From an optimization exercise on the open Yosys and OpenROAD flow, aimed at a short achievable clock period and few clock cycles; shortcuts taken in it are not production practice.
Function was checked by simulation only, so behaviour that the tests miss may differ from the original.
Power and IR drop assume default switching activity.

==> 10-23: inputs <==
## Main_Controller
module Main_Controller(
  input clk, reset,
  output [9:0] imem_addr,        
  input [31:0] imem_data,        
  output [9:0] dmem_addr,        
  output dmem_we,                
  output [31:0] dmem_wdata,      
  input [31:0] dmem_rdata        
);
export LEC_CHECK = 0
export ABC_CLOCK_PERIOD_IN_PS = 3500
export CAP_MARGIN = 20
export CORE_MARGIN = 2
export CORE_UTILIZATION = 40
export PLACE_DENSITY = 0.6
export SETUP_SLACK_MARGIN = 5
export SLEW_MARGIN = 20
export TNS_END_PERCENT = 100
create_clock -name core_clock -period 9.0 [get_ports {clk}]
run.sh (not shown) runs the stock make flow with config.mk's settings and CLKGATE_MAP_FILE= SYNTH_SCRIPT=/design/flow/synth_recipe.tcl, a recipe that flattens the netlist after the stock synthesis.
==> inputs of 09-27, as changes to 10-23 <==
==> flow/design.v (replaced) <==
module ALU(
  input [31:0] A,
  input [31:0] B,
  input [31:0] Imm,
  input Hi_Imm, Lo_Imm,
  input [6:0] Op,                
  output [31:0] Result
);
  wire [31:0] C = {Hi_Imm ? Imm[31:16] : B[31:16], Lo_Imm ? Imm[15:0] : B[15:0]};
  wire [31:0] sum = A + C;
  wire [31:0] dif = A - B;
  wire lt = $signed(A) < $signed(C);
  assign Result = ({32{Op[0]}} & sum) |
                  ({32{Op[1]}} & dif) |
                  ({32{Op[2]}} & (A & C)) |
                  ({32{Op[3]}} & (A | C)) |
                  ({32{Op[4]}} & (A << B[4:0])) |
                  ({32{Op[5]}} & (A >> B[4:0])) |
                  ({32{Op[6]}} & {31'd0, lt});
endmodule
module Branching(
  input [31:0] A,
  input [31:0] B,
  input [5:0] Br,                
  output Taken
);
  wire eq = (A == B);
  wire lt = $signed(A) < $signed(B);
  wire gt = ~lt & ~eq;
  assign Taken = (Br[0] & eq) | (Br[1] & ~eq) | (Br[2] & gt) |
                 (Br[3] & ~lt) | (Br[4] & lt) | (Br[5] & ~gt);
endmodule
module Decode(
  input [31:0] Instruction,
  output Is_Jump,                
  output Is_Jr,
  output Reg_Write,
  output Rd_Dest,                
  output Is_Load,
  output Is_Store,
  output [5:0] Branch,           
  output [6:0] Alu_Op,           
  output [31:0] Imm,             
  output Hi_Imm,                 
  output Lo_Imm                  
);
  wire [5:0] op = Instruction[31:26];
  wire [5:0] func = Instruction[5:0];
  wire [15:0] imm = Instruction[15:0];
  wire rtype = (op == 6'd0);
  wire f_add  = rtype & (func == 6'd32 || func == 6'd33);
  wire f_sub  = rtype & (func == 6'd34 || func == 6'd35);
  wire f_and  = rtype & (func == 6'd36);
  wire f_or   = rtype & (func == 6'd37);
  wire f_sll  = rtype & (func == 6'd0);
  wire f_srl  = rtype & (func == 6'd2);
  wire f_slt  = rtype & (func == 6'd42);
  wire f_jr   = rtype & (func == 6'd8);
  wire o_addi  = (op == 6'd8);
  wire o_addiu = (op == 6'd9);
  wire o_slti  = (op == 6'd10);
  wire o_andi  = (op == 6'd12);
  wire o_ori   = (op == 6'd13);
  wire o_lw    = (op == 6'd35);
  wire o_sw    = (op == 6'd43);
  assign Is_Jump = (op == 6'd2) | (op == 6'd3);
  assign Is_Jr = f_jr;
  assign Is_Load = o_lw;
  assign Is_Store = o_sw;
  assign Rd_Dest = rtype;
  assign Reg_Write = f_add | f_sub | f_and | f_or | f_sll | f_srl | f_slt |
                     o_addi | o_addiu | o_slti | o_andi | o_ori | o_lw;
  assign Branch = {op == 6'd21, op == 6'd25, op == 6'd24, op == 6'd7, op == 6'd5, op == 6'd4};
  assign Alu_Op = {f_slt | o_slti, f_srl, f_sll, f_or | o_ori, f_and | o_andi, f_sub,
                   f_add | o_addi | o_addiu};
  assign Imm = {{16{imm[15] & ~(o_addiu | o_slti)}}, imm};
  assign Hi_Imm = o_addi | o_addiu | o_slti | o_andi | o_ori;
  assign Lo_Imm = o_addi | o_addiu | o_slti;
endmodule
module Store_Load(
  input reset,
  input [31:0] A,
  input [31:0] B,
  input [9:0] Offset,
  input Is_Store,
  input Is_Load,
  input [31:0] Alu_Result,
  output [31:0] Result,
  output [9:0] Mem_Address,
  output Mem_Write,
  output [31:0] Mem_Write_Data,
  input [31:0] Mem_Read_Data
);
  assign Mem_Address = A[9:0] + Offset;
  assign Mem_Write = Is_Store & ~reset;
  assign Mem_Write_Data = B;
  assign Result = Is_Load ? Mem_Read_Data : Alu_Result;
endmodule
module Main_Controller(
  input clk, reset,
  output [9:0] imem_addr,        
  input [31:0] imem_data,        
  output [9:0] dmem_addr,        
  output dmem_we,                
  output [31:0] dmem_wdata,      
  input [31:0] dmem_rdata        
);
  reg [31:0] Register_Data [31:0];
  reg [9:0] PC;                  
  reg [31:0] e_a, e_b;           
  reg [31:0] e_imm;              
  reg e_hi_imm, e_lo_imm;        
  reg [9:0] e_off;               
  reg [4:0] e_rd;
  reg e_we, e_lw, e_sw, e_jr;
  reg [5:0] e_br;                
  reg [6:0] e_op;                
  reg [9:0] e_tgt, e_tgt1;       
  wire [31:0] alu_out;
  ALU I3(
    .A(e_a), .B(e_b), .Imm(e_imm), .Hi_Imm(e_hi_imm), .Lo_Imm(e_lo_imm),
    .Op(e_op), .Result(alu_out)
  );
  wire taken;
  Branching I4(.A(e_a), .B(e_b), .Br(e_br), .Taken(taken));
  wire [31:0] wb_data;
  Store_Load I5(
    .reset(reset), .A(e_a), .B(e_b), .Offset(e_off), .Is_Store(e_sw), .Is_Load(e_lw),
    .Alu_Result(alu_out), .Result(wb_data),
    .Mem_Address(dmem_addr), .Mem_Write(dmem_we), .Mem_Write_Data(dmem_wdata),
    .Mem_Read_Data(dmem_rdata)
  );
  wire redirect = taken | e_jr;
  wire [9:0] red_tgt  = e_jr ? e_a[9:0] : e_tgt;
  wire [9:0] red_tgt1 = e_jr ? e_a[9:0] + 10'd1 : e_tgt1;
  wire [9:0] fetch  = redirect ? red_tgt : PC;
  wire [9:0] fetch1 = redirect ? red_tgt1 : PC + 10'd1;
  assign imem_addr = fetch;
  wire [31:0] I = imem_data;
  wire [4:0] rs = I[25:21], rt = I[20:16], rd = I[15:11];
  wire d_j, d_jr, d_we, d_lw, d_sw, d_rdst, d_hi_imm, d_lo_imm;
  wire [5:0] d_br;
  wire [6:0] d_op;
  wire [31:0] d_imm;
  Decode I2(
    .Instruction(I), .Is_Jump(d_j), .Is_Jr(d_jr), .Reg_Write(d_we), .Rd_Dest(d_rdst),
    .Is_Load(d_lw), .Is_Store(d_sw), .Branch(d_br), .Alu_Op(d_op),
    .Imm(d_imm), .Hi_Imm(d_hi_imm), .Lo_Imm(d_lo_imm)
  );
  wire [31:0] rf_a = (e_we && e_rd == rs) ? wb_data : Register_Data[rs];
  wire [31:0] rf_b = (e_we && e_rd == rt) ? wb_data : Register_Data[rt];
  integer i;
  always @(posedge clk) begin
    if (reset) begin
      PC <= 10'd0;
      for (i = 0; i < 32; i = i + 1)
        Register_Data[i] <= 32'd0;
      e_we <= 1'b0;
      e_lw <= 1'b0;
      e_sw <= 1'b0;
      e_jr <= 1'b0;
      e_br <= 6'd0;
    end else begin
      if (e_we)
        Register_Data[e_rd] <= wb_data;
      PC <= d_j ? I[9:0] : fetch1;
      e_we <= d_we;
      e_lw <= d_lw;
      e_sw <= d_sw;
      e_jr <= d_jr;
      e_br <= d_br;
    end
    e_a <= rf_a;
    e_b <= rf_b;
    e_imm <= d_imm;
    e_hi_imm <= d_hi_imm;
    e_lo_imm <= d_lo_imm;
    e_off <= I[9:0];
    e_rd <= d_rdst ? rd : rt;
    e_op <= d_op;
    e_tgt <= fetch1 + I[9:0];
    e_tgt1 <= fetch1 + I[9:0] + 10'd1;
  end
endmodule
==> flow/config.mk (replaced) <==
export PLATFORM = sky130hd
export DESIGN_NAME = Main_Controller
export DESIGN_NICKNAME = Main_Controller
export VERILOG_FILES = /design/flow/design.v
export SDC_FILE = /design/flow/constraint.sdc
export NUM_CORES = 4
export LEC_CHECK = 0
export CAP_MARGIN = 20
export CORE_MARGIN = 2
export CORE_UTILIZATION = 40
export PLACE_DENSITY = 0.6
export SLEW_MARGIN = 20
==> qor summary <==
| metric | 09-27 | 10-23 |
|---|---|---|
| Result of the run | timing/DRC/antenna clean | timing/DRC/antenna clean |
| Fill cell count | 15068 | 35681 |
| Termination of the worst setup path | imem_addr[0] | p_br[5] |
| Detailed-routing iteration count for the pre-antenna-repair pass | 5 | 8 |
| Cell with the most instances after synthesis | nor2_1 | edfxtp_1 |
| Final core occ | 44.78% | 47.20% |
| CP Depth | 11 | 17 |
| Total sequential power | 6.28 mW | 19.4 mW |
| Part of the total power dissipated in combinational logic | 20.5% | 40.4% |
| Beginning of the worst register-to-register path | e_b[1] | p_rt[0] |
| Netlist Area Pre-Place | 67550 sq um | 170400 sq um |
| Register fraction of the total cell area | 44.63% | 49.40% |
| Later-pin clock latency in the skew report | 0.80 ns | 1.00 ns |
| Global-route wire length before repair | 346400 um | 885900 um |
| Min Hold Slack | 0.7129 ns | 0.4713 ns |
| Global routing met2 resource utilization | 44.86% | 43.59% |
| Clk buf depth | 3 | 4 |
| Average footprint of a synthesized cell | 12.90 sq um | 16.49 sq um |
| Antenna violations before repair | 19 | 58 |
| Cell area power density | 194.4 nW/um^2 | 286.4 nW/um^2 |
| Post-Layout Inst Area | 74960 sq um | 200200 sq um |
| Die outline area | 172200 sq um | 431300 sq um |
| Via density | 6.383 | 6.730 |
| Non-CTS buffers | 257 | 843 |
Testbench counts of 10-23, summed over its fixed seeds: cycles 49,765.
Testbench counts of 09-27, summed over its fixed seeds: cycles 64,001.

afterwards: timing with drivers on the ports:
The results above use ideal ports. As a check the final layouts listed here were re-extracted and re-timed, cells and wires unchanged.
Step 1 (the two cells are an assumption about what drives the block):
set clk [get_ports {clk}]
set_driving_cell -lib_cell sky130_fd_sc_hd__clkbuf_16 $clk
set_driving_cell -lib_cell sky130_fd_sc_hd__buf_2 [delete_from_list [all_inputs] $clk]
Step 2 times the ports against the registers' clock, not the clock port: input delays grow and output delays shrink by t, the midpoint of the rising clock arrivals with the driver on.
Slacks: ideal ports / drivers / drivers and shift; pairs: ideal ports / drivers.
run	shift t [ns]	slack for setup (ns)	worst data-port slew with drivers (ns)
10-23	1.087	1.957 / 1.957 / 1.843	0.26
09-27	0.825	1.239 / 1.154 / 1.979	0.06
After both steps every run listed still meets setup and hold. For 10-23, which loses most, drivers alone change the setup slack by 0.000 ns; drivers and shift together by -0.114 ns.
